This design comes from an exercise in tuning for small area, a short achievable clock period and few clock cycles per item on the open sky130 flow, not from production work.
RTL that was checked went through simulation tests only; none was proved equivalent to the original.
The RTL of run 1 was laid out without a check of its function.

## flow/config.mk

```make
export PLATFORM = sky130hd
export DESIGN_NAME = fm_lpr_fir
export DESIGN_NICKNAME = fm_lpr_fir
export VERILOG_FILES = /design/flow/design.v
export SDC_FILE = /design/flow/constraint.sdc
export NUM_CORES = 4
export LEC_CHECK = 0
export ABC_CLOCK_PERIOD_IN_PS = 4000
export CAP_MARGIN = 20
export CORE_MARGIN = 2
export CORE_UTILIZATION = 50
export CTS_BUF_LIST = sky130_fd_sc_hd__clkbuf_4 sky130_fd_sc_hd__clkbuf_8
export CTS_CLUSTER_SIZE = 20
export SLEW_MARGIN = 20
```

## flow/constraint.sdc

```tcl
create_clock -name core_clock -period 12.0 [get_ports {clock}]
set_input_delay 2.4000 -clock core_clock [delete_from_list [all_inputs] [get_ports {clock}]]
set_output_delay 2.4000 -clock core_clock [all_outputs]
set_load 0.01 [all_outputs]
```

## flow/design.v

```verilog
function automatic logic [32:0] add32(input logic [31:0] a, input logic [31:0] b, input logic cin);
    logic [31:0] g, p, t;
    g = a & b;
    p = a ^ b;
    t = p;
    g[0] = g[0] | (p[0] & cin);
    for (int l = 0; l < 5; l++)
        for (int i = (2 << l) - 1; i < 32; i += (2 << l)) begin
            g[i] = g[i] | (t[i] & g[i - (1 << l)]);
            t[i] = t[i] & t[i - (1 << l)];
        end
    for (int l = 3; l >= 0; l--)
        for (int i = (3 << l) - 1; i < 32; i += (2 << l)) begin
            g[i] = g[i] | (t[i] & g[i - (1 << l)]);
            t[i] = t[i] & t[i - (1 << l)];
        end
    add32 = {g[31], p ^ {g[30:0], cin}};
endfunction
module fir_lane_add #(parameter bit NEGC = 1'b0) (
    input  logic [27:0] a,
    input  logic [6:1] acs,
    input  logic        ac10,
    input  logic        arnd,
    input  logic        acor,
    input  logic [31:0] sa,
    input  logic [31:0] sb,
    input  logic        nz,
    input  logic        sp,
    output logic [27:0] n,
    output logic [6:1] ncs,
    output logic        nc10,
    output logic        nrnd,
    output logic        ncor
);
    logic [31:0] cy;
    logic c31, c10, v31, hx, rnd;
    logic [27:0] u1, u2, pp, gg;
    logic [28:0] rc;
    always_comb begin
        cy = {1'b0, sa[30:0]} + {1'b0, sb[30:0]};
        c31 = cy[31];
        c10 = cy[10] ^ sa[10] ^ sb[10];
        hx = sa[31] ^ sb[31];
        v31 = hx ^ c31;
        rnd = v31 & nz;
        if (NEGC) begin
            u1 = {6'b111111, hx, ~sa[30:10]};
            u2 = {5'b00000, acor, 1'b0, ~sb[30:10]};
            nc10 = ~c10;
            nrnd = ~rnd;
            ncor = c31 & ~hx;
        end else begin
            u1 = {{6{~sp}}, hx, sa[30:10]};
            u2 = {5'b00000, acor, 1'b0, sb[30:10]};
            nc10 = c10;
            nrnd = rnd;
            ncor = ~c31 & ~hx;
        end
        pp = a ^ u1 ^ u2;
        gg = {(a[26:0] & u1[26:0]) | (a[26:0] & u2[26:0]) | (u1[26:0] & u2[26:0]), ac10};
        rc[0] = arnd;
        n[0] = pp[0] ^ gg[0] ^ rc[0];
        rc[1] = (pp[0] & gg[0]) | (pp[0] & rc[0]) | (gg[0] & rc[0]);
        n[1] = pp[1] ^ gg[1] ^ rc[1];
        rc[2] = (pp[1] & gg[1]) | (pp[1] & rc[1]) | (gg[1] & rc[1]);
        n[2] = pp[2] ^ gg[2] ^ rc[2];
        rc[3] = (pp[2] & gg[2]) | (pp[2] & rc[2]) | (gg[2] & rc[2]);
        n[3] = pp[3] ^ gg[3] ^ rc[3];
        ncs[1] = (pp[3] & gg[3]) | (pp[3] & rc[3]) | (gg[3] & rc[3]);
        rc[4] = acs[1];
        n[4] = pp[4] ^ gg[4] ^ rc[4];
        rc[5] = (pp[4] & gg[4]) | (pp[4] & rc[4]) | (gg[4] & rc[4]);
        n[5] = pp[5] ^ gg[5] ^ rc[5];
        rc[6] = (pp[5] & gg[5]) | (pp[5] & rc[5]) | (gg[5] & rc[5]);
        n[6] = pp[6] ^ gg[6] ^ rc[6];
        rc[7] = (pp[6] & gg[6]) | (pp[6] & rc[6]) | (gg[6] & rc[6]);
        n[7] = pp[7] ^ gg[7] ^ rc[7];
        ncs[2] = (pp[7] & gg[7]) | (pp[7] & rc[7]) | (gg[7] & rc[7]);
        rc[8] = acs[2];
        n[8] = pp[8] ^ gg[8] ^ rc[8];
        rc[9] = (pp[8] & gg[8]) | (pp[8] & rc[8]) | (gg[8] & rc[8]);
        n[9] = pp[9] ^ gg[9] ^ rc[9];
        rc[10] = (pp[9] & gg[9]) | (pp[9] & rc[9]) | (gg[9] & rc[9]);
        n[10] = pp[10] ^ gg[10] ^ rc[10];
        rc[11] = (pp[10] & gg[10]) | (pp[10] & rc[10]) | (gg[10] & rc[10]);
        n[11] = pp[11] ^ gg[11] ^ rc[11];
        ncs[3] = (pp[11] & gg[11]) | (pp[11] & rc[11]) | (gg[11] & rc[11]);
        rc[12] = acs[3];
        n[12] = pp[12] ^ gg[12] ^ rc[12];
        rc[13] = (pp[12] & gg[12]) | (pp[12] & rc[12]) | (gg[12] & rc[12]);
        n[13] = pp[13] ^ gg[13] ^ rc[13];
        rc[14] = (pp[13] & gg[13]) | (pp[13] & rc[13]) | (gg[13] & rc[13]);
        n[14] = pp[14] ^ gg[14] ^ rc[14];
        rc[15] = (pp[14] & gg[14]) | (pp[14] & rc[14]) | (gg[14] & rc[14]);
        n[15] = pp[15] ^ gg[15] ^ rc[15];
        ncs[4] = (pp[15] & gg[15]) | (pp[15] & rc[15]) | (gg[15] & rc[15]);
        rc[16] = acs[4];
        n[16] = pp[16] ^ gg[16] ^ rc[16];
        rc[17] = (pp[16] & gg[16]) | (pp[16] & rc[16]) | (gg[16] & rc[16]);
        n[17] = pp[17] ^ gg[17] ^ rc[17];
        rc[18] = (pp[17] & gg[17]) | (pp[17] & rc[17]) | (gg[17] & rc[17]);
        n[18] = pp[18] ^ gg[18] ^ rc[18];
        rc[19] = (pp[18] & gg[18]) | (pp[18] & rc[18]) | (gg[18] & rc[18]);
        n[19] = pp[19] ^ gg[19] ^ rc[19];
        ncs[5] = (pp[19] & gg[19]) | (pp[19] & rc[19]) | (gg[19] & rc[19]);
        rc[20] = acs[5];
        n[20] = pp[20] ^ gg[20] ^ rc[20];
        rc[21] = (pp[20] & gg[20]) | (pp[20] & rc[20]) | (gg[20] & rc[20]);
        n[21] = pp[21] ^ gg[21] ^ rc[21];
        rc[22] = (pp[21] & gg[21]) | (pp[21] & rc[21]) | (gg[21] & rc[21]);
        n[22] = pp[22] ^ gg[22] ^ rc[22];
        rc[23] = (pp[22] & gg[22]) | (pp[22] & rc[22]) | (gg[22] & rc[22]);
        n[23] = pp[23] ^ gg[23] ^ rc[23];
        ncs[6] = (pp[23] & gg[23]) | (pp[23] & rc[23]) | (gg[23] & rc[23]);
        rc[24] = acs[6];
        n[24] = pp[24] ^ gg[24] ^ rc[24];
        rc[25] = (pp[24] & gg[24]) | (pp[24] & rc[24]) | (gg[24] & rc[24]);
        n[25] = pp[25] ^ gg[25] ^ rc[25];
        rc[26] = (pp[25] & gg[25]) | (pp[25] & rc[25]) | (gg[25] & rc[25]);
        n[26] = pp[26] ^ gg[26] ^ rc[26];
        rc[27] = (pp[26] & gg[26]) | (pp[26] & rc[26]) | (gg[26] & rc[26]);
        n[27] = pp[27] ^ gg[27] ^ rc[27];
    end
endmodule
module fir (
    input  logic        clock,
    input  logic        reset,
    input  logic [31:0] x_in,
    output logic        x_rd_en,
    input  logic        x_empty,
    output logic [31:0] y_out,
    input  logic        y_out_full,
    output logic        y_wr_en
);
logic [31:0] x;           
logic [31:0] y;           
logic [2:0]  cnt;         
logic [20:0] sel;
logic        sh;          
logic        ov;          
logic [27:0] yreg;
logic        rd;
logic [32:0] y_in;
assign y_in = add32(x_in, {x_in[30:0], 1'b0}, 1'b0);
assign rd = x_rd_en & ~x_empty;
assign x_rd_en = ~(ov & (cnt == 3'd7));
assign y_wr_en = ov & ~y_out_full;
assign y_out = {{4{yreg[27]}}, yreg};
logic nz0, nz1, nz2, sp0, sp1;
assign nz0 = |x[9:0];
assign nz1 = |x[8:0];
assign nz2 = |x[7:0];
assign sp0 = x[31] & ~|x[30:0];
assign sp1 = x[30] & ~|x[29:0];
logic [31:0] sa0, sb0, sa1, sb1, sa2, sb2, sa3, sb3;
logic nz0l, nz1l, nz2l, nz3l;
logic sp0l, sp1l, sp2l, sp3l;
logic [31:0] s0_0;
logic [31:0] s0_1;
assign s0_0 = ({32{sel[0]}} & (x << 0))
    | ({32{sel[1]}} & (y << 1))
    | ({32{sel[2]}} & (y << 0));
assign s0_1 = ({32{sel[3]}} & (y << 2))
    | ({32{sel[4]}} & (y << 3))
    | ({32{sel[5]}} & (x << 5))
    | ({32{sel[6]}} & (x << 4));
assign sa0 = s0_0;
assign sb0 = s0_1;
assign nz0l = (sel[7] & nz0) | (sel[1] & nz1) | (sel[8] & nz2);
logic [31:0] s1_0;
logic [31:0] s1_1;
logic [31:0] s1_2;
assign s1_0 = ({32{sel[0]}} & (x << 6))
    | ({32{sel[9]}} & ((x << 9) | 32'd2))
    | ({32{sel[10]}} & (y << 5))
    | ({32{sel[6]}} & (~x << 2))
    | ({32{sel[8]}} & (x << 7))
    | ({32{sel[11]}} & ((x << 6) | 32'd2))
    | ({32{sel[12]}} & 32'd1);
assign s1_1 = ({32{sel[13]}} & (x << 9))
    | ({32{sel[1]}} & (x << 4))
    | ({32{sel[5]}} & ((y << 7) | 32'd2))
    | ({32{sel[10]}} & ((x << 8) | 32'd1))
    | ({32{sel[6]}} & ((x << 8) | 32'd5))
    | ({32{sel[14]}} & (y << 3));
assign s1_2 = ({32{sel[3]}} & (y << 0))
    | ({32{sel[15]}} & (~x << 1))
    | ({32{sel[2]}} & (~y << 0));
assign sa1 = s1_0 ^ s1_1 ^ s1_2;
assign sb1 = {(s1_0[30:0] & s1_1[30:0]) | (s1_0[30:0] & s1_2[30:0]) | (s1_1[30:0] & s1_2[30:0]), 1'b0};
assign nz1l = (sel[16] & nz0) | (sel[15] & nz1);
assign sp1l = (sel[16] & sp0) | (sel[15] & sp1);
logic [31:0] s2_0;
logic [31:0] s2_1;
logic [31:0] s2_2;
assign s2_0 = ({32{sel[13]}} & 32'd1)
    | ({32{sel[9]}} & ((x << 6) | 32'd2))
    | ({32{sel[5]}} & (x << 7))
    | ({32{sel[10]}} & (~x << 2))
    | ({32{sel[6]}} & (y << 5))
    | ({32{sel[14]}} & (x << 6))
    | ({32{sel[11]}} & ((x << 9) | 32'd2));
assign s2_1 = ({32{sel[0]}} & (y << 3))
    | ({32{sel[1]}} & (x << 4))
    | ({32{sel[10]}} & ((x << 8) | 32'd5))
    | ({32{sel[6]}} & ((x << 8) | 32'd1))
    | ({32{sel[8]}} & ((y << 7) | 32'd2))
    | ({32{sel[12]}} & (x << 9));
assign s2_2 = ({32{sel[17]}} & (~y << 0))
    | ({32{sel[18]}} & (~x << 1))
    | ({32{sel[19]}} & (y << 0));
assign sa2 = s2_0 ^ s2_1 ^ s2_2;
assign sb2 = {(s2_0[30:0] & s2_1[30:0]) | (s2_0[30:0] & s2_2[30:0]) | (s2_1[30:0] & s2_2[30:0]), 1'b0};
assign nz2l = (sel[7] & nz0) | (sel[18] & nz1);
assign sp2l = (sel[7] & sp0) | (sel[18] & sp1);
logic [31:0] s3_0;
logic [31:0] s3_1;
assign s3_0 = ({32{sel[17]}} & (y << 0))
    | ({32{sel[1]}} & (y << 1))
    | ({32{sel[14]}} & (x << 0));
assign s3_1 = ({32{sel[19]}} & (y << 2))
    | ({32{sel[10]}} & (x << 4))
    | ({32{sel[20]}} & (y << 3))
    | ({32{sel[8]}} & (x << 5));
assign sa3 = s3_0;
assign sb3 = s3_1;
assign nz3l = (sel[16] & nz0) | (sel[1] & nz1) | (sel[5] & nz2);
logic [27:0] acc  [4];
logic [6:1]  accs [4];
logic [3:0]  ac10, arnd, acor;
logic [27:0] ina  [4];
logic [6:1]  incs [4];
logic [3:0]  inc10, inrnd, incor;
logic [27:0] nxa  [4];
logic [6:1]  nxcs [4];
logic [3:0]  nxc10, nxrnd, nxcor;
always_comb begin
    for (int m = 0; m < 3; m++) begin
        ina[m]   = sh ? acc[m+1]  : acc[m];
        incs[m]  = sh ? accs[m+1] : accs[m];
        inc10[m] = sh ? ac10[m+1] : ac10[m];
        inrnd[m] = sh ? arnd[m+1] : arnd[m];
        incor[m] = sh ? acor[m+1] : acor[m];
    end
    ina[3]   = sh ? '0 : acc[3];
    incs[3]  = sh ? '0 : accs[3];
    inc10[3] = sh ? 1'b0 : ac10[3];
    inrnd[3] = sh ? 1'b0 : arnd[3];
    incor[3] = sh ? 1'b0 : acor[3];
end
fir_lane_add #(1'b1) l0 (.a(ina[0]), .acs(incs[0]), .ac10(inc10[0]), .arnd(inrnd[0]), .acor(incor[0]),
    .sa(sa0), .sb(sb0), .nz(nz0l), .sp(1'b0),
    .n(nxa[0]), .ncs(nxcs[0]), .nc10(nxc10[0]), .nrnd(nxrnd[0]), .ncor(nxcor[0]));
fir_lane_add #(1'b0) l1 (.a(ina[1]), .acs(incs[1]), .ac10(inc10[1]), .arnd(inrnd[1]), .acor(incor[1]),
    .sa(sa1), .sb(sb1), .nz(nz1l), .sp(sp1l),
    .n(nxa[1]), .ncs(nxcs[1]), .nc10(nxc10[1]), .nrnd(nxrnd[1]), .ncor(nxcor[1]));
fir_lane_add #(1'b0) l2 (.a(ina[2]), .acs(incs[2]), .ac10(inc10[2]), .arnd(inrnd[2]), .acor(incor[2]),
    .sa(sa2), .sb(sb2), .nz(nz2l), .sp(sp2l),
    .n(nxa[2]), .ncs(nxcs[2]), .nc10(nxc10[2]), .nrnd(nxrnd[2]), .ncor(nxcor[2]));
fir_lane_add #(1'b1) l3 (.a(ina[3]), .acs(incs[3]), .ac10(inc10[3]), .arnd(inrnd[3]), .acor(incor[3]),
    .sa(sa3), .sb(sb3), .nz(nz3l), .sp(1'b0),
    .n(nxa[3]), .ncs(nxcs[3]), .nc10(nxc10[3]), .nrnd(nxrnd[3]), .ncor(nxcor[3]));
logic [27:0] fin;
assign fin = acc[0] + ((28'(arnd[0]) << 0) | (28'(accs[0][1]) << 4) | (28'(accs[0][2]) << 8) | (28'(accs[0][3]) << 12) | (28'(accs[0][4]) << 16) | (28'(accs[0][5]) << 20) | (28'(acor[0]) << 22) | (28'(accs[0][6]) << 24)) + 28'(ac10[0]);
always_ff @(posedge clock or posedge reset) begin
    if (reset) begin
        cnt <= '0;
        sel <= 21'b000000000000000000000;
        sh <= 1'b0;
        ov <= 1'b0;
        for (int m = 0; m < 4; m++) begin
            acc[m] <= '0;
            accs[m] <= '0;
        end
        ac10 <= '0;
        arnd <= '0;
        acor <= '0;
    end else begin
        if (rd) begin
            cnt <= cnt + 3'd1;
        end
        sel[0] <= rd & ((cnt == 3'd0) | (cnt == 3'd2));
        sel[1] <= rd & ((cnt == 3'd1) | (cnt == 3'd6));
        sel[2] <= rd & ((cnt == 3'd3) | (cnt == 3'd4) | (cnt == 3'd7));
        sel[3] <= rd & ((cnt == 3'd0) | (cnt == 3'd5));
        sel[4] <= rd & ((cnt == 3'd1) | (cnt == 3'd3));
        sel[5] <= rd & ((cnt == 3'd2));
        sel[6] <= rd & ((cnt == 3'd4));
        sel[7] <= rd & ((cnt == 3'd0) | (cnt == 3'd2) | (cnt == 3'd3) | (cnt == 3'd4) | (cnt == 3'd7));
        sel[8] <= rd & ((cnt == 3'd5));
        sel[9] <= rd & ((cnt == 3'd1));
        sel[10] <= rd & ((cnt == 3'd3));
        sel[11] <= rd & ((cnt == 3'd6));
        sel[12] <= rd & ((cnt == 3'd7));
        sel[13] <= rd & ((cnt == 3'd0));
        sel[14] <= rd & ((cnt == 3'd5) | (cnt == 3'd7));
        sel[15] <= rd & ((cnt == 3'd1) | (cnt == 3'd2) | (cnt == 3'd6));
        sel[16] <= rd & ((cnt == 3'd0) | (cnt == 3'd3) | (cnt == 3'd4) | (cnt == 3'd5) | (cnt == 3'd7));
        sel[17] <= rd & ((cnt == 3'd0) | (cnt == 3'd3) | (cnt == 3'd4));
        sel[18] <= rd & ((cnt == 3'd1) | (cnt == 3'd5) | (cnt == 3'd6));
        sel[19] <= rd & ((cnt == 3'd2) | (cnt == 3'd7));
        sel[20] <= rd & ((cnt == 3'd4) | (cnt == 3'd6));
        sh <= sel[12];
        ov <= sh | (ov & y_out_full);
        for (int m = 0; m < 4; m++) begin
            acc[m] <= nxa[m];
            accs[m] <= nxcs[m];
        end
        ac10 <= nxc10;
        arnd <= nxrnd;
        acor <= nxcor;
    end
end
always_ff @(posedge clock) begin
    x <= x_in;
    y <= y_in[31:0];
    if (sh) yreg <= fin;
end
endmodule
module fm_lpr_fir (
    input  logic        clock,
    input  logic        reset,
    input  logic [31:0] x_in,
    output logic        x_rd_en,
    input  logic        x_empty,
    output logic [31:0] y_out,
    input  logic        y_out_full,
    output logic        y_wr_en
);
fir fir_lpr_inst (
    .clock(clock),
    .reset(reset),
    .x_in(x_in),
    .x_rd_en(x_rd_en),
    .x_empty(x_empty),
    .y_out(y_out),
    .y_out_full(y_out_full),
    .y_wr_en(y_wr_en)
);
endmodule
```

## flow/flow/run.sh

```bash
#!/bin/bash
# Standard layout, with faster port buffers and timing repair aimed below the clock period.
set -euo pipefail
bash standard.sh \
  BUFFER_PORTS_ARGS="-buffer_cell sky130_fd_sc_hd__buf_2" \
  SETUP_SLACK_MARGIN=6.9 \
  finish > flow_make.log 2>&1
```

## flow/standard.sh

```bash
#!/bin/bash
# synth_recipe.tcl (not shown) runs the flow's synth.tcl, then flattens the netlist and writes it again
# the make line also repeats each setting of config.mk as NAME=value (left out here)
make -C /OpenROAD-flow-scripts/flow DESIGN_CONFIG=/design/flow/config.mk WORK_HOME=/design/flow/orfs CLKGATE_MAP_FILE= SYNTH_SCRIPT=/design/flow/synth_recipe.tcl "${@:-finish}"
```

==> metrics.md, run 1 <==
| Metric | Value |
|---|---|
| Status | complete, no violations |
| EDFF count, synth | 28 |
| Count of routing violations after the opening detailed-route iteration | about 3300 |
| GP Congestion | 0.9625 |
| Dpl cells | about 3100 |
| Crit path largest cell delay | about 0.13 ns |
| Area of the multi-input gates | between 0.015 and 0.02 sq mm |
| Worst-Margin Slew | 1.117 ns |
| Synth Flop Type | dfrtp_1 |
| Most frequent cells in the layout | nand2_1 (298), inv_1 (289), fa_1 (264) |
| CP Data Required Time | around 9.6 ns |
| Hold Path Origin | fir_lpr_inst.ov$_DFF_PP0_ |
| Post-synthesis cell area | around 0.025 sq mm |
| Distinct cells, synth | 73 |
| Finished Core Util | between 50% and 60% |
| Grt ovf | 0 |
| Clk latency of the worst-skew pair | between 0.6 and 0.7 ns |
| Total clock buffers created by CTS | 48 |
| Initial antenna violation count | 2 |
| Core area | about 0.05 sq mm |
| CTS root buf | clkbuf_8 |
| # diodes | 0 |
| Height of the chip | 226.7 um |
| Synth warnings | 13 |
| DR vias | 20212 |
| Reg2reg start | fir_lpr_inst.sel[6]$_DFF_PP0_ |
| Nets | between 2000 and 3000 |
| Commonest non-fill, non-tap cell in the layout | nand2_1 |
| CP Launch Type | input pin |
| Net Count, Synth | ~3000 |
| First-pass GRT wire length | approximately 120000 um |
| FF+latch area | ~0.0065 sq mm |
| Fin crit share | a little over two fifths |
| Drt pass-1 iters | 13 |
| Post-Synthesis Cells | about 2500 |
| Final Max Slew Viols | 0 |
| Post-synthesis sequential area ratio | 26.04% |
| Die area | a little over 0.05 sq mm |
| Final Skew | between 0.015 and 0.02 ns |
| Crit-path slowest cell | buf_2 |
| HPWL reported at the end of detailed placement | approximately 57000 um |
| Critical path data arrival time | approximately 2.7 ns |
| Post-synthesis average cell area | approximately 9.9 sq um |
| Kind of critical path | input pin to output pin |
| Slew headroom | between 20 and 30% |
| Setup ws final | approximately 7 ns |
| Overall routing resource usage | between 30% and 40% |
| Max-cap violations | 0 |
| Final hold vios | 0 |
| CTS tree | built |
| Share of cells above drive strength 1 | between 10 and 15% |
| H-tree levels | 2 |
| Final setup vio count | 0 |
| FF+latch count, synth | approximately 270 |
| Largest net degree at the start of global routing | 68 |
| # IOs | 70 |
| Buffers on Ports | 69 |
| Syn-to-layout area delta | 7.251% |
| Chip Width | 226.7 um |
| TritonCTS Sinks | ~270 |
| Antenna viol nets, final | 0 |
| WL final | between 70000 and 80000 um |
| WL per Instance | approximately 25 um |
| DR vias/cell | between 6 and 7 |
| Worst path cell trace | buf_6 -> nor2b_1 -> buf_2 |
| Setup tns final | 0 ns |
| Longest Clk Path Bufs | 3 |
| Clk slew on worst S/H paths | roughly 0.06 ns |
| Crit. End Element | output pin |
| Setup slack at placement | about 6.6 ns |
| Remaining DRCs | 0 |
| Min-Delay Path Class | register to register |
| Largest fanout on the critical path | 2 |
| Site row count | 81 |
| Vias in the first global route | slightly above 20000 |
| Fin cells | 3168 |
| Final Critical Period | approximately 5.1 ns |
| CTS Hold Buffers Added | 0 |
| RSZ-0062 raised after global routing | yes |
| Critical path origin | y_out_full |
| Async S/R FF share, synth | about 66% |
| Max Freq | slightly below 200 MHz |
| Starting Density | roughly half |
| Fillers | around 4400 |
-- metal layers --
layer  track usage [%]  up-vias  wire length [um]
met1             44.59     9848             32970
met2             46.07     1316             33530
met3             9.369      264              9722
li1                  -     8782                 -
met4             13.20        2              3578
met5                 0        -                13
-- cells in the mapped netlist, types with 40 or more instances --
cell	count	area share [%]
a21o_1	49	1.5
nand3_1	80	1.6
dfrtp_1	174	18
nor2b_1	47	1.2
inv_1	290	4.4
buf_1	40	0.61
fa_1	264	21
a21oi_1	56	1.1
mux2_2	63	2.9
ha_1	175	8.8
clkbuf_1	162	2.5
nand2_1	298	4.5
mux2i_1	50	2.0
dfxtp_1	63	5.1
a22oi_1	102	3.1
a222oi_1	107	4.3
xnor2_1	49	1.7
-- logic make-up after synthesis --
kind of cell,Yosys count,share of synthesized area [%]
AND/OR/NAND/NOR,574,10.64
multiplexers,115,5.001
flip-flops,265,26.04
adder cells (fa/ha/maj),446,30.44
AO/OA/AOI/OAI,534,17.39
XOR/XNOR,80,2.826
buffers and inverters,500,7.665
-- state kept, by name, summed over array words and instances (netlist names), 3 cells and up --
name	cells
fir_lpr_inst.acc	112
fir_lpr_inst.x	32
fir_lpr_inst.y	31
fir_lpr_inst.yreg	28
fir_lpr_inst.accs	24
fir_lpr_inst.sel	21
fir_lpr_inst.ac10	4
fir_lpr_inst.acor	4
fir_lpr_inst.arnd	4
fir_lpr_inst.cnt	3
-- per-stage QoR --
| step | cell area (sq um) | hold WS, ns |
|---|---|---|
| after global routing | 26590 | 0.5537 |
| after detailed placement | 25470 | 0.5166 |
| after CTS | 26570 | 0.5298 |
| final | 26590 | 0.5270 |
| after floorplan | 24800 | 0.4553 |
| after global placement | 25470 | 0.5025 |
-- what timing repair did --
item / 4_1_cts / 5_1_grt
endpoints found under the setup margin: 2 / 11
gates resized for setup: 2 / 6
cloned: 0 / 0
hold endpoints to repair: 0 / 0
setup buffers: 1 / 0
-- critical path, delay by kind of cell --
kind                   cells  cell delay, ns
buffers and inverters      2            0.22
and+or+nand+nor            1            0.10
-- cell type report --
type	count	share of cell area, %
flip-flops and latches	265	24.31
repair buffers	109	2.508
inverters	292	4.150
well taps	664	3.124
clock buffers	74	3.453
clock inverters	15	0.6022
multi-input cells	1749	61.85
-- path summary, 6_finish.rpt --
kind	endpoint	slack, ns	cells after the start
min	fir_lpr_inst.ov$_DFF_PP0_	0.53	1
max in group asynchronous	fir_lpr_inst.sel[1]$_DFF_PP0_	8.66	4
min in group asynchronous	fir_lpr_inst.acc[0][27]$_DFF_PP0_	1.92	3
max	y_wr_en	6.88	3
max reg2reg	fir_lpr_inst.acc[1][3]$_DFF_PP0_	7.05	13
min reg2reg	fir_lpr_inst.ov$_DFF_PP0_	0.53	1
==> run 2, diff against run 1 <==
--- a/flow/design.v
+++ b/flow/design.v
@@ -178,28 +178,31 @@
     | ({32{sel[11]}} & ((x << 6) | 32'd2))
     | ({32{sel[12]}} & 32'd1);
-assign s1_1 = ({32{sel[13]}} & (x << 9))
+assign s1_1 = ({32{sel[3]}} & (y << 0))
+    | ({32{sel[13]}} & (~x << 1))
+    | ({32{sel[2]}} & (~y << 0));
+assign s1_2 = ({32{sel[14]}} & (x << 9))
     | ({32{sel[1]}} & (x << 4))
     | ({32{sel[5]}} & ((y << 7) | 32'd2))
     | ({32{sel[10]}} & ((x << 8) | 32'd1))
     | ({32{sel[6]}} & ((x << 8) | 32'd5))
-    | ({32{sel[14]}} & (y << 3));
-assign s1_2 = ({32{sel[3]}} & (y << 0))
-    | ({32{sel[15]}} & (~x << 1))
-    | ({32{sel[2]}} & (~y << 0));
+    | ({32{sel[15]}} & (y << 3));
 assign sa1 = s1_0 ^ s1_1 ^ s1_2;
 assign sb1 = {(s1_0[30:0] & s1_1[30:0]) | (s1_0[30:0] & s1_2[30:0]) | (s1_1[30:0] & s1_2[30:0]), 1'b0};
-assign nz1l = (sel[16] & nz0) | (sel[15] & nz1);
-assign sp1l = (sel[16] & sp0) | (sel[15] & sp1);
+assign nz1l = (sel[16] & nz0) | (sel[13] & nz1);
+assign sp1l = (sel[16] & sp0) | (sel[13] & sp1);
 logic [31:0] s2_0;
 logic [31:0] s2_1;
 logic [31:0] s2_2;
-assign s2_0 = ({32{sel[13]}} & 32'd1)
+assign s2_0 = ({32{sel[14]}} & 32'd1)
     | ({32{sel[9]}} & ((x << 6) | 32'd2))
     | ({32{sel[5]}} & (x << 7))
     | ({32{sel[10]}} & (~x << 2))
     | ({32{sel[6]}} & (y << 5))
-    | ({32{sel[14]}} & (x << 6))
+    | ({32{sel[15]}} & (x << 6))
     | ({32{sel[11]}} & ((x << 9) | 32'd2));
-assign s2_1 = ({32{sel[0]}} & (y << 3))
+assign s2_1 = ({32{sel[17]}} & (~y << 0))
+    | ({32{sel[18]}} & (~x << 1))
+    | ({32{sel[19]}} & (y << 0));
+assign s2_2 = ({32{sel[0]}} & (y << 3))
     | ({32{sel[1]}} & (x << 4))
     | ({32{sel[10]}} & ((x << 8) | 32'd5))
@@ -207,7 +210,4 @@
     | ({32{sel[8]}} & ((y << 7) | 32'd2))
     | ({32{sel[12]}} & (x << 9));
-assign s2_2 = ({32{sel[17]}} & (~y << 0))
-    | ({32{sel[18]}} & (~x << 1))
-    | ({32{sel[19]}} & (y << 0));
 assign sa2 = s2_0 ^ s2_1 ^ s2_2;
 assign sb2 = {(s2_0[30:0] & s2_1[30:0]) | (s2_0[30:0] & s2_2[30:0]) | (s2_1[30:0] & s2_2[30:0]), 1'b0};
@@ -218,5 +218,5 @@
 assign s3_0 = ({32{sel[17]}} & (y << 0))
     | ({32{sel[1]}} & (y << 1))
-    | ({32{sel[14]}} & (x << 0));
+    | ({32{sel[15]}} & (x << 0));
 assign s3_1 = ({32{sel[19]}} & (y << 2))
     | ({32{sel[10]}} & (x << 4))
@@ -262,5 +262,27 @@
     .n(nxa[3]), .ncs(nxcs[3]), .nc10(nxc10[3]), .nrnd(nxrnd[3]), .ncor(nxcor[3]));
 logic [27:0] fin;
-assign fin = acc[0] + ((28'(arnd[0]) << 0) | (28'(accs[0][1]) << 4) | (28'(accs[0][2]) << 8) | (28'(accs[0][3]) << 12) | (28'(accs[0][4]) << 16) | (28'(accs[0][5]) << 20) | (28'(acor[0]) << 22) | (28'(accs[0][6]) << 24)) + 28'(ac10[0]);
+logic [27:0] finx, finp, fing;
+logic [7:0] finc;
+assign finx = (28'(arnd[0]) << 0) | (28'(accs[0][1]) << 4) | (28'(accs[0][2]) << 8) | (28'(accs[0][3]) << 12) | (28'(accs[0][4]) << 16) | (28'(accs[0][5]) << 20) | (28'(acor[0]) << 22) | (28'(accs[0][6]) << 24);
+assign finp = acc[0] ^ finx;
+assign fing = acc[0] & finx;
+assign finc[0] = ac10[0];
+assign finc[1] = (fing[3] | (finp[3] & (fing[2] | (finp[2] & (fing[1] | (finp[1] & fing[0])))))) | (finp[0] & finp[1] & finp[2] & finp[3] & finc[0]);
+assign finc[2] = (fing[7] | (finp[7] & (fing[6] | (finp[6] & (fing[5] | (finp[5] & fing[4])))))) | (finp[4] & finp[5] & finp[6] & finp[7] & finc[1]);
+assign finc[3] = (fing[11] | (finp[11] & (fing[10] | (finp[10] & (fing[9] | (finp[9] & fing[8])))))) | (finp[8] & finp[9] & finp[10] & finp[11] & finc[2]);
+assign finc[4] = (fing[15] | (finp[15] & (fing[14] | (finp[14] & (fing[13] | (finp[13] & fing[12])))))) | (finp[12] & finp[13] & finp[14] & finp[15] & finc[3]);
+assign finc[5] = (fing[19] | (finp[19] & (fing[18] | (finp[18] & (fing[17] | (finp[17] & fing[16])))))) | (finp[16] & finp[17] & finp[18] & finp[19] & finc[4]);
+assign finc[6] = (fing[23] | (finp[23] & (fing[22] | (finp[22] & (fing[21] | (finp[21] & fing[20])))))) | (finp[20] & finp[21] & finp[22] & finp[23] & finc[5]);
+assign finc[7] = (fing[27] | (finp[27] & (fing[26] | (finp[26] & (fing[25] | (finp[25] & fing[24])))))) | (finp[24] & finp[25] & finp[26] & finp[27] & finc[6]);
+always_comb begin
+    for (int k = 0; k < 7; k++) begin
+        logic cc;
+        cc = finc[k];
+        for (int i = 4 * k; i < 4 * k + 4; i++) begin
+            fin[i] = finp[i] ^ cc;
+            cc = fing[i] | (finp[i] & cc);
+        end
+    end
+end
 always_ff @(posedge clock or posedge reset) begin
     if (reset) begin
@@ -293,7 +315,7 @@
         sel[11] <= rd & ((cnt == 3'd6));
         sel[12] <= rd & ((cnt == 3'd7));
-        sel[13] <= rd & ((cnt == 3'd0));
-        sel[14] <= rd & ((cnt == 3'd5) | (cnt == 3'd7));
-        sel[15] <= rd & ((cnt == 3'd1) | (cnt == 3'd2) | (cnt == 3'd6));
+        sel[13] <= rd & ((cnt == 3'd1) | (cnt == 3'd2) | (cnt == 3'd6));
+        sel[14] <= rd & ((cnt == 3'd0));
+        sel[15] <= rd & ((cnt == 3'd5) | (cnt == 3'd7));
         sel[16] <= rd & ((cnt == 3'd0) | (cnt == 3'd3) | (cnt == 3'd4) | (cnt == 3'd5) | (cnt == 3'd7));
         sel[17] <= rd & ((cnt == 3'd0) | (cnt == 3'd3) | (cnt == 3'd4));
==> flow/flow/run.sh (replaced) <==
#!/bin/bash
# Standard layout with: small port buffers (strong ones on the y_out_full -> y_wr_en
# path, set after global placement by io_buffers.tcl) and timing repair aimed below
# the clock period. make's output goes to flow_make.log, each step's to orfs/logs.
set -euo pipefail
bash standard.sh \
  BUFFER_PORTS_ARGS="-buffer_cell sky130_fd_sc_hd__buf_1" \
  POST_GLOBAL_PLACE_TCL="$(pwd)/flow/io_buffers.tcl" \
  SETUP_SLACK_MARGIN=6.9 \
  finish > flow_make.log 2>&1
==> flow/flow/io_buffers.tcl (new file) <==
# Give the combinational path from y_out_full to y_wr_en strong port buffers.
set block [ord::get_db_block]
foreach pname {y_out_full y_wr_en} {
  set bterm [$block findBTerm $pname]
  if { $bterm == "NULL" } { continue }
  set net [$bterm getNet]
  foreach iterm [$net getITerms] {
    set inst [$iterm getInst]
    set mname [[$inst getMaster] getName]
    if { [string match "sky130_fd_sc_hd__buf_*" $mname] } {
      puts "io_buffers: [$inst getName] $mname -> sky130_fd_sc_hd__buf_8"
      replace_cell [get_cells [$inst getName]] sky130_fd_sc_hd__buf_8
    }
  }
}
--- a/flow/config.mk
+++ b/flow/config.mk
@@ -9,6 +9,7 @@
 export CAP_MARGIN = 20
 export CORE_MARGIN = 2
-export CORE_UTILIZATION = 50
-export CTS_BUF_LIST = sky130_fd_sc_hd__clkbuf_4 sky130_fd_sc_hd__clkbuf_8
-export CTS_CLUSTER_SIZE = 20
+export CORE_UTILIZATION = 55
+export CTS_BUF_LIST = sky130_fd_sc_hd__clkbuf_8 sky130_fd_sc_hd__clkbuf_16
+export CTS_CLUSTER_DIAMETER = 80
+export CTS_CLUSTER_SIZE = 16
 export SLEW_MARGIN = 20
==> run 2 against run 1 <==
Sequential share of layout area up 0.51 points; via count down 0.48%; cell count down 3.9%; first-iteration DRC count up 6.8%; wire length up 2.4%; setup slack better by 0.011 ns; global-route usage up 3.5 points; largest cell class unchanged; synthesized area about the same; maximum frequency up 0.21%; critical path depth unchanged; critical endpoint unchanged; still clean on timing, DRC and antenna.
==> metrics.md, run 2 <==
| Metric | Value |
|---|---|
| Status | complete, no violations |
| Crit. End Element | output pin |
| Hold WS | ~0.55 ns |
| Final instance area | between 0.02 and 0.03 sq mm |
| Count of routing violations after the opening detailed-route iteration | around 3500 |
| Synth warnings | 13 |
| Async S/R FF share, synth | 65.66% |
| Largest net degree at the start of global routing | 131 |
| Final Skew | 0.04159 ns |
| Reg2Reg Setup Slack | approximately 7 ns |
| Share of the synthesized area in the top cell type | around 22% |
| Remaining DRCs | 0 |
| Die area | roughly 0.047 sq mm |
| DR vias | 20115 |
| Max Freq | slightly below 200 MHz |
| Worst path cell trace | buf_8 -> nor2b_4 -> buf_8 |
| Grt ovf | 0 |
| Initial antenna violation count | 1 |
| Clk latency of the worst-skew pair | about 0.59 ns |
| First-pass GRT wire length | approximately 130000 um |
| Post-synthesis sequential area ratio | between 20% and 30% |
| Final Critical Period | roughly 5.1 ns |
| CTS tree | built |
| FF+latch count, synth | around 270 |
| Share of cells above drive strength 1 | 7.667% |
| Clk slew on worst S/H paths | around 0.070 ns |
| Delay-heaviest family, CP | buffers and inverters |
| Synth Flop Type | dfrtp_1 |
| Total clock buffers created by CTS | 23 |
| Starting Density | 55.92% |
| Site row count | 77 |
| EDFF count, synth | 28 |
| Area post-placement | about 0.025 sq mm |
| GR met3 Demand/Resource | 9.726% |
| Busiest grt layer | met2 |
| Fin crit share | between 40% and 50% |
| CTS root buf | clkbuf_16 |
| Min-Delay Path Class | register to register |
| FF-to-FF path depth | 17 |
| Vias in the first global route | ~21000 |
| Hold Path Origin | fir_lpr_inst.ov$_DFF_PP0_ |
| Largest fanout on the critical path | 2 |
| Commonest non-fill, non-tap cell in the layout | inv_1 |
| DR vias/cell | around 6.6 |
| WL final | a little over 80000 um |
| Hold path cells | 1 |
| Most used cell, CP | buf_8 |
| # IOs | 70 |
| Overall routing resource usage | between 30% and 40% |
| R2r endpoint | fir_lpr_inst.arnd[2]$_DFF_PP0_ |
| Final Max Slew Viols | 0 |
| Area of the multi-input gates | 0.01634 sq mm |
| Fillers | roughly 3900 |
| WL per Instance | between 20 and 30 um |
| Top Registers | fir_lpr_inst.acc: 112 flops, fir_lpr_inst.x: 32 flops, fir_lpr_inst.y: 31 flops |
| Net Count, Synth | ~3000 |
| Worst-Margin Slew | 1.093 ns |
| Buffers on Ports | 69 |
| Buffers and inverters on the worst path | 2 |
| Antenna viol nets, final | 0 |
| CP Launch Type | input pin |
| Core area | ~0.044 sq mm |
| CTS Hold Buffers Added | 0 |
| RSZ-0062 raised after global routing | yes |
| Final setup vio count | 0 |
| Slew headroom | roughly 27% |
| Critical path data arrival time | between 2 and 3 ns |
| Final hold vios | 0 |
| Syn-to-layout area delta | 5.120% |
| Height of the chip | 216.3 um |
| Top cells by area, synth | fa_1 (22%), dfrtp_1 (18%), ha_1 (9.4%) |
| Crit-path slowest cell | nor2b_4 |
| Met2 Use GR | about half |
| Nets | just under 3000 |
| # diodes | 0 |
| Largest register FFs | roughly 110 |
| Reg2reg start | fir_lpr_inst.sel[9]$_DFF_PP0_ |
| Post-Synthesis Cells | between 2000 and 3000 |
| Most frequent cell after synthesis | inv_1 |
| Max-cap violations | 0 |
| Most frequent cells in the layout | inv_1 (317), nand2_1 (295), fa_1 (270) |
| Top cells by count, synth | inv_1 (310), nand2_1 (295), fa_1 (270) |
| Setup ws final | just under 7 ns |
| Chip Width | 216.3 um |
| Hold worst-path end | fir_lpr_inst.ov$_DFF_PP0_ |
| Longest Clk Path Bufs | 3 |
| HPWL reported at the end of detailed placement | 57530 um |
| CP Data Required Time | ~9.6 ns |
| Kind of critical path | input pin to output pin |
| Crit path largest cell delay | between 0.1 and 0.15 ns |
| Biggest register | fir_lpr_inst.acc |
| FF+latch area | 0.006467 sq mm |
| H-tree levels | 1 |
| Setup slack at placement | 6.640 ns |
| Distinct cells, synth | 70 |
| Drt pass-1 iters | 13 |
| Cell taking the most area after synthesis | fa_1 |
| Grt met1 use | 49.59% |
| Post-synthesis average cell area | roughly 9.8 sq um |
| Setup tns final | 0 ns |
| Post-synthesis cell area | ~0.025 sq mm |
| TritonCTS Sinks | between 200 and 300 |
run 2: changes by cell type after synthesis, moves of 10 or more:
| cell | change |
|---|---|
| inv_1 | +20 |
| nor3_1 | -10 |
| xnor2_1 | -13 |
| a21o_1 | -11 |
| ha_1 | +12 |
| nor2_1 | +12 |
| o211a_1 | -12 |
run 2: how the worst max path moves through the flow:
stage,start,end,slack (ns),depth (start not counted)
2_1_floorplan,y_out_full,y_wr_en,7.02,1
3_3_place_gp,x_in[1],fir_lpr_inst.y[31]$_DFF_P_,6.72,12
3_5_place_dp,x_in[1],fir_lpr_inst.y[31]$_DFF_P_,6.64,12
4_1_cts,y_out_full,y_wr_en,6.89,3
5_1_grt,y_out_full,y_wr_en,6.88,3
6_report,y_out_full,y_wr_en,6.89,3
run 2: cell type report:
type / instances / share of cell area, %
multi-input cells: 1726 / 62.74
clock buffers: 24 / 2.305
repair buffers: 108 / 2.296
clock inverters: 17 / 0.4563
well taps: 592 / 2.843
flip-flops and latches: 265 / 24.83
inverters: 311 / 4.510
repair inverters: 1 / 0.01921
run 2: layer usage:
| layer | routed length (um) | vias to the layer above |
|---|---|---|
| met5 | 11 | - |
| met4 | 4223 | 2 |
| met3 | 10230 | 300 |
| met2 | 34240 | 1410 |
| met1 | 33050 | 9743 |
| li1 | - | 8660 |
run 2: cells by family (layout without fill, tap and decap cells):
group,count (synthesis),in the layout,share of synthesized area [%]
simple gates,573,574,10.55
buf+inv,527,461,8.073
compound gates,510,510,16.61
fa+ha+maj,461,461,31.42
flops,265,265,26.05
mux,115,115,4.958
xor+xnor,66,66,2.333
run 2: what timing repair did:
item | 4_1_cts | 5_1_grt
gates resized for setup | 7 | 3
setup endpoints to repair | 11 | 11
buffers inserted | 0 | 2
hold endpoints to repair | 0 | 0
cloned | 1 | 1
pin swaps | 0 | 2
run 2: per-stage QoR:
stage	utilization (%)	std cells
floorplan	-	2517
global placement	56.98	2999
detailed placement	57.04	2999
CTS	58.71	3041
global route	58.78	3044
finish	58.78	3044
Testbench counts of run 2, summed over its fixed seeds: cycles 32,792, items 4,096.
==> run 3, diff against run 2 <==
--- a/flow/config.mk
+++ b/flow/config.mk
@@ -10,5 +10,5 @@
 export CORE_MARGIN = 2
 export CORE_UTILIZATION = 55
-export CTS_BUF_LIST = sky130_fd_sc_hd__clkbuf_8 sky130_fd_sc_hd__clkbuf_16
+export CTS_BUF_LIST = sky130_fd_sc_hd__clkbuf_8
 export CTS_CLUSTER_DIAMETER = 80
 export CTS_CLUSTER_SIZE = 16
==> run 3 against run 2 <==
Clock skew rose by 0.0057 ns; critical path depth stayed put; synthesized area unchanged.
==> metrics.md, run 3 <==
| Metric | Value |
|---|---|
| CP Launch Type | input pin |
| Vias in the first global route | 20675 |
| Post-synthesis cell area | 0.02478 sq mm |
| Crit. End Element | output pin |
| Kind of critical path | input pin to output pin |
| Synth warnings | 13 |
| Crit path largest cell delay | approximately 0.11 ns |
| FF-to-FF path depth | 15 |
| Core area | roughly 0.044 sq mm |
| Final Max Slew Viols | 0 |
| Height of the chip | 216.3 um |
| Async S/R FF share, synth | about 66% |
| Grt ovf | 0 |
| Crit-path slowest cell | nor2b_4 |
| Top Registers | fir_lpr_inst.acc: 112 flops, fir_lpr_inst.x: 32 flops, fir_lpr_inst.y: 31 flops |
| FF+latch count, synth | 265 |
| DR vias | 20051 |
| Final Critical Period | 5.111 ns |
| EDFF count, synth | 28 |
| Slew headroom | about 29% |
| Chip Width | 216.3 um |
| Overall routing resource usage | roughly a third |
| Hold path cells | 1 |
| Count of routing violations after the opening detailed-route iteration | roughly 3400 |
| CP Data Required Time | 9.60 ns |
| Die area | roughly 0.047 sq mm |
| Final setup vio count | 0 |
| Most used cell, CP | buf_8 |
| Initial antenna violation count | 2 |
| TritonCTS Sinks | approximately 270 |
| Hold Path Origin | fir_lpr_inst.ov$_DFF_PP0_ |
| Delay-heaviest family, CP | buffers and inverters |
| Biggest register | fir_lpr_inst.acc |
| Net Count, Synth | between 3000 and 4000 |
| Buffers and inverters on the worst path | 2 |
| Final Skew | ~0.047 ns |
| Remaining DRCs | 0 |
| Top cells by area, synth | fa_1 (22%), dfrtp_1 (18%), ha_1 (9.4%) |
| First-pass GRT wire length | between 100000 and 150000 um |
| Buffers on Ports | 69 |
| DR vias/cell | 6.591 |
| R2r endpoint | fir_lpr_inst.arnd[1]$_DFF_PP0_ |
| Reg2Reg Setup Slack | between 6 and 7 ns |
| # IOs | 70 |
| Worst-Margin Slew | ~1.1 ns |
| CTS root buf | clkbuf_8 |
| Share of cells above drive strength 1 | under 10% |
| Drt pass-1 iters | 14 |
| Post-synthesis sequential area ratio | a little over a quarter |
| Final hold vios | 0 |
| Post-CTS Repair Setup Buffers | 0 |
| Commonest non-fill, non-tap cell in the layout | inv_1 |
| Max-cap violations | 0 |
| Largest register FFs | approximately 110 |
| Longest Clk Path Bufs | 3 |
| Post-Synthesis Cells | between 2000 and 3000 |
| Largest net degree at the start of global routing | about 130 |
| Site row count | 77 |
| Critical path data arrival time | ~2.7 ns |
| Top cells by count, synth | inv_1 (310), nand2_1 (295), fa_1 (270) |
| Cell taking the most area after synthesis | fa_1 |
| CTS tree | built |
| Antenna viol nets, final | 0 |
| Distinct cells, synth | 70 |
| HPWL reported at the end of detailed placement | 57530 um |
| Hold worst-path end | fir_lpr_inst.ov$_DFF_PP0_ |
| Reg2reg start | fir_lpr_inst.sel[6]$_DFF_PP0_ |
| Clk latency of the worst-skew pair | 0.64 ns |
| Min-Delay Path Class | register to register |
| Worst path cell trace | buf_8 -> nor2b_4 -> buf_8 |
| Fin crit share | approximately 43% |
| Synth Flop Type | dfrtp_1 |
| Syn-to-layout area delta | 3.984% |
| Largest fanout on the critical path | 2 |
| RSZ-0062 raised after global routing | yes |
| Total clock buffers created by CTS | 23 |
| WL final | 80930 um |
| Post-synthesis average cell area | 9.846 sq um |
| Max Freq | approximately 200 MHz |
| Share of the synthesized area in the top cell type | a little over a fifth |
| Status | complete, no violations |
| Setup tns final | 0 ns |
| Nets | just under 3000 |
| Most frequent cell after synthesis | inv_1 |
| Starting Density | 55.92% |
| WL per Instance | between 20 and 30 um |
| H-tree levels | 1 |
| Clk slew on worst S/H paths | ~0.10 ns |
| Most frequent cells in the layout | inv_1 (317), nand2_1 (295), fa_1 (270) |
## run 3: changes by cell type in the layout (fill, tap and decap cells not counted), sizes merged
cell / delta
or2: -1
buf: -2
bufinv: +1
diode: +1
clkbuf: -1
## run 3: how the worst max path moves through the flow
stage	from	end	slack, ns	cells after the start
CTS	y_out_full	y_wr_en	6.89	3
global placement	x_in[1]	fir_lpr_inst.y[31]$_DFF_P_	6.72	12
finish	y_out_full	y_wr_en	6.89	3
global route	y_out_full	y_wr_en	6.88	3
detailed placement	x_in[1]	fir_lpr_inst.y[31]$_DFF_P_	6.64	12
floorplan	y_out_full	y_wr_en	7.02	1
## run 3: logic make-up (layout without fill, tap and decap cells)
logic type      Yosys count  in the layout  share of synthesized area, %
simple gates            573            573                         10.55
buf+inv                 527            459                         8.073
compound gates          510            510                         16.61
fa+ha+maj               461            461                         31.42
flops                   265            265                         26.05
mux                     115            115                         4.958
xor+xnor                 66             66                         2.333
other cells               0              1                             0
## run 3: timing repair
action / CTS / global route
endpoints found under the hold margin: 0 / 0
gates cloned: 1 / 0
endpoints found under the setup margin: 11 / 11
hold buffers: 0 / 0
resized for setup: 7 / 3
pin swaps: 0 / 1
## run 3: routing by layer
layer  share of wire, %  global-route usage, %  wire, um
met1                 41                  50.01     32990
met2                 42                  51.04     33780
met5              0.011                      0         9
met4                5.1                  15.46      4168
met3                 12                  9.193      9985
## run 3: metrics by stage
step                cells  setup slack, ns  cell area [sq um]  util, %  hold WS [ns]
global placement     2999            6.720              25250    56.98        0.5071
global route         3042            6.881              25770    58.15        0.5750
finish               3042            6.889              25770    58.15        0.5602
detailed placement   2999            6.640              25280    57.04        0.5230
floorplan            2517            7.022              24790        -        0.4530
CTS                  3041            6.886              25750    58.11        0.5587
## run 3: layout make-up
cell class | instances | area (sq um)
Clock inverter | 18 | 140.1
Antenna cell | 1 | 2.502
Clock buffer | 23 | 316.6
Sequential cell | 265 | 6467
Inverter | 311 | 1175
Timing Repair Buffer | 106 | 583.1
Multi-Input combinational cell | 1725 | 16340
Fill cell | 3898 | 18550
Timing Repair inverter | 1 | 5.005
Tap cell | 592 | 740.7
==> run 4, diff against run 3 <==
--- a/flow/config.mk
+++ b/flow/config.mk
@@ -11,5 +11,5 @@
 export CORE_UTILIZATION = 55
 export CTS_BUF_LIST = sky130_fd_sc_hd__clkbuf_8
-export CTS_CLUSTER_DIAMETER = 80
-export CTS_CLUSTER_SIZE = 16
+export CTS_CLUSTER_DIAMETER = 60
+export CTS_CLUSTER_SIZE = 12
 export SLEW_MARGIN = 20
==> run 4 against run 3 <==
Critical path type unchanged; die area unchanged; clock skew down 0.021 ns; count of clock-buffer cells in the layout up 8; highest routed layer unchanged; worst hold slack worse by 0.0042 ns; sequential cell count unchanged.
==> metrics.md, run 4 <==
| Metric | Value |
|---|---|
| RSZ-0062 raised after global routing | yes |
| Total clock buffers created by CTS | 30 |
| WL final | just over 80000 um |
| Finished Core Util | about three fifths |
| Share of cells above drive strength 1 | around 7.9% |
| Crit path largest cell delay | about 0.11 ns |
| Starting Density | 55.92% |
| DR vias/cell | 6.605 |
| Async S/R FF share, synth | between 60 and 70% |
| CTS Hold Buffers Added | 0 |
| Remaining DRCs | 0 |
| Grt ovf | 0 |
| Critical path data arrival time | roughly 2.7 ns |
| Post-synthesis cell area | around 0.025 sq mm |
| Final hold vios | 0 |
| # IOs | 70 |
| Chip Width | around 220 um |
| Commonest non-fill, non-tap cell in the layout | inv_1 |
| Share of the synthesized area in the top cell type | 21.81% |
| Most frequent cell after synthesis | inv_1 |
| Synth Flop Type | dfrtp_1 |
| Final setup vio count | 0 |
| EDFF count, synth | 28 |
| Kind of critical path | input pin to output pin |
| Biggest register | fir_lpr_inst.acc |
| DR vias | 20177 |
| Max-cap violations | 0 |
| Reg2Reg Setup Slack | about 7.0 ns |
| WL per Instance | 26.64 um |
| Final Critical Period | slightly above 5 ns |
| Height of the chip | around 220 um |
| H-tree levels | 1 |
| Critical path origin | y_out_full |
| Top cells by area, synth | fa_1 (22%), dfrtp_1 (18%), ha_1 (9.4%) |
| Site row count | 77 |
| Antenna viol nets, final | 0 |
| Hold Path Origin | fir_lpr_inst.ov$_DFF_PP0_ |
| Setup tns final | 0 ns |
| Slew headroom | a little over a quarter |
| Fillers | between 3000 and 4000 |
| Net Count, Synth | ~3000 |
| Worst-Margin Slew | approximately 1.1 ns |
| Min-Delay Path Class | register to register |
| Max Freq | ~200 MHz |
| Count of routing violations after the opening detailed-route iteration | between 3000 and 4000 |
| CP Launch Type | input pin |
| Top cells by count, synth | inv_1 (310), nand2_1 (295), fa_1 (270) |
| Largest fanout on the critical path | 2 |
| Top Registers | fir_lpr_inst.acc: 112 flops, fir_lpr_inst.x: 32 flops, fir_lpr_inst.y: 31 flops |
| Clk latency of the worst-skew pair | between 0.6 and 0.7 ns |
| First-pass GRT wire length | 126400 um |
| Crit. End Element | output pin |
| CTS root buf | clkbuf_8 |
| Post-synthesis average cell area | a little under 10 sq um |
| Syn-to-layout area delta | 4.468% |
| Post-Synthesis Cells | between 2000 and 3000 |
| FF+latch area | 0.006467 sq mm |
| Synth warnings | 13 |
| TritonCTS Sinks | ~270 |
| Final Skew | 0.02612 ns |
| Setup crit end | y_wr_en |
| Drt pass-1 iters | 15 |
| Initial antenna violation count | 3 |
| Largest net degree at the start of global routing | around 130 |
| CP Data Required Time | ~9.6 ns |
| Worst path cell trace | buf_8 -> nor2b_4 -> buf_8 |
| Buffers on Ports | between 60 and 70 |
| Largest register FFs | approximately 110 |
| Nets | 2933 |
| Final Max Slew Viols | 0 |
| Status | complete, no violations |
| Cell taking the most area after synthesis | fa_1 |
| Fin crit share | 42.59% |
| Die area | roughly 0.047 sq mm |
| CTS tree | built |
| Post-synthesis sequential area ratio | about a quarter |
| Reg2reg start | fir_lpr_inst.sel[6]$_DFF_PP0_ |
| FF-to-FF path depth | 15 |
| Crit-path slowest cell | nor2b_4 |
| Distinct cells, synth | 70 |
| Area of the multi-input gates | about 0.016 sq mm |
| Core area | ~0.044 sq mm |
| Most used cell, CP | buf_8 |
| Vias in the first global route | 20716 |
| FF+latch count, synth | between 200 and 300 |
| Most frequent cells in the layout | inv_1 (321), nand2_1 (295), fa_1 (270) |
| Overall routing resource usage | 35.30% |
| HPWL reported at the end of detailed placement | around 58000 um |
| Longest Clk Path Bufs | 3 |
| Post-CTS Repair Setup Buffers | 0 |
| R2r endpoint | fir_lpr_inst.arnd[1]$_DFF_PP0_ |
| Clk slew on worst S/H paths | roughly 0.090 ns |
[run 4: per-layer routing]
layer  vias to the layer above  routed length [um]  GRT usage (%)
met1                      9788               33110          50.04
li1                       8660                   -              -
met2                      1418               33880          50.83
met5                         -                  38              0
met3                       305               10010          9.151
met4                         6                4342          16.16
[run 4: worst max-delay path, delay by kind of cell]
kind	cells	cell delay, ns
buf+inv	2	0.20
simple gates	1	0.11
[run 4: worst min-delay path by stage]
| stage | endpoint | cells after the start |
|---|---|---|
| 5_1_grt | fir_lpr_inst.ov$_DFF_PP0_ | 1 |
| 6_report | fir_lpr_inst.ov$_DFF_PP0_ | 1 |
| 3_3_place_gp | fir_lpr_inst.ov$_DFF_PP0_ | 1 |
| 2_1_floorplan | fir_lpr_inst.sh$_DFF_PP0_ | 0 |
| 4_1_cts | fir_lpr_inst.ov$_DFF_PP0_ | 1 |
| 3_5_place_dp | fir_lpr_inst.ov$_DFF_PP0_ | 1 |
[run 4: per-stage QoR]
step                setup WS (ns)  instance area [sq um]  hold WS, ns  cells
finish                      6.890                  25890       0.5560   3055
CTS                         6.886                  25870       0.5547   3054
detailed placement          6.640                  25280       0.5230   2999
floorplan                   7.022                  24790       0.4530   2517
global route                6.872                  25890       0.5704   3055
global placement            6.720                  25250       0.5071   2999
[run 4: area by class of cell]
type	count	area share [%]
inverter	311	4.538
clock buffer	31	1.648
clock inverter	23	0.5800
timing repair buffer	106	2.252
antenna	1	0.009666
timing repair inverter	1	0.01933
tap	592	2.861
sequential	265	24.98
multi-input combinational	1725	63.11
[run 4: cells by family after synthesis]
| kind of cell | synth area share [%] |
|---|---|
| simple gates | 10.55 |
| compound gates | 16.61 |
| xor+xnor | 2.333 |
| fa+ha+maj | 31.42 |
| mux | 4.958 |
| flops | 26.05 |
| buf+inv | 8.073 |
[run 4: repair_timing]
action,CTS,global route
gates cloned,1,0
setup endpoints to repair,13,12
endpoints found under the hold margin,0,0
gates resized for setup,6,4

==> afterwards: timing with drivers on the ports <==
In the flow no input, the clock included, has a driving cell. The finished layouts below were timed again as built, in two steps.
Step 1 (the two cells are an assumption about what drives the block):
set clk [get_ports {clock}]
set_driving_cell -lib_cell sky130_fd_sc_hd__clkbuf_16 $clk
set_driving_cell -lib_cell sky130_fd_sc_hd__buf_2 [delete_from_list [all_inputs] $clk]
Step 2 also shifts input and output timing later by t, the mid clock arrival at the registers, as if the neighbouring blocks saw the same clock.
Three values: ideal ports, drivers, drivers and shift; two values: the first two.
| run | shift t [ns] | setup WS [ns] | worst setup path at the end |
|---|---|---|---|
| run 1 | 0.712 | 6.879 / 6.848 / 6.585 | input to register |
| run 2 | 0.623 | 6.889 / 6.850 / 6.684 | input to register |
| run 3 | 0.659 | 6.889 / 6.850 / 6.684 | input to register |
| run 4 | 0.698 | 6.890 / 6.850 / 6.672 | input to register |
After both steps setup and hold are still met in every run listed. For run 1, which loses most, drivers alone change the setup slack by -0.031 ns; drivers and shift together by -0.294 ns.
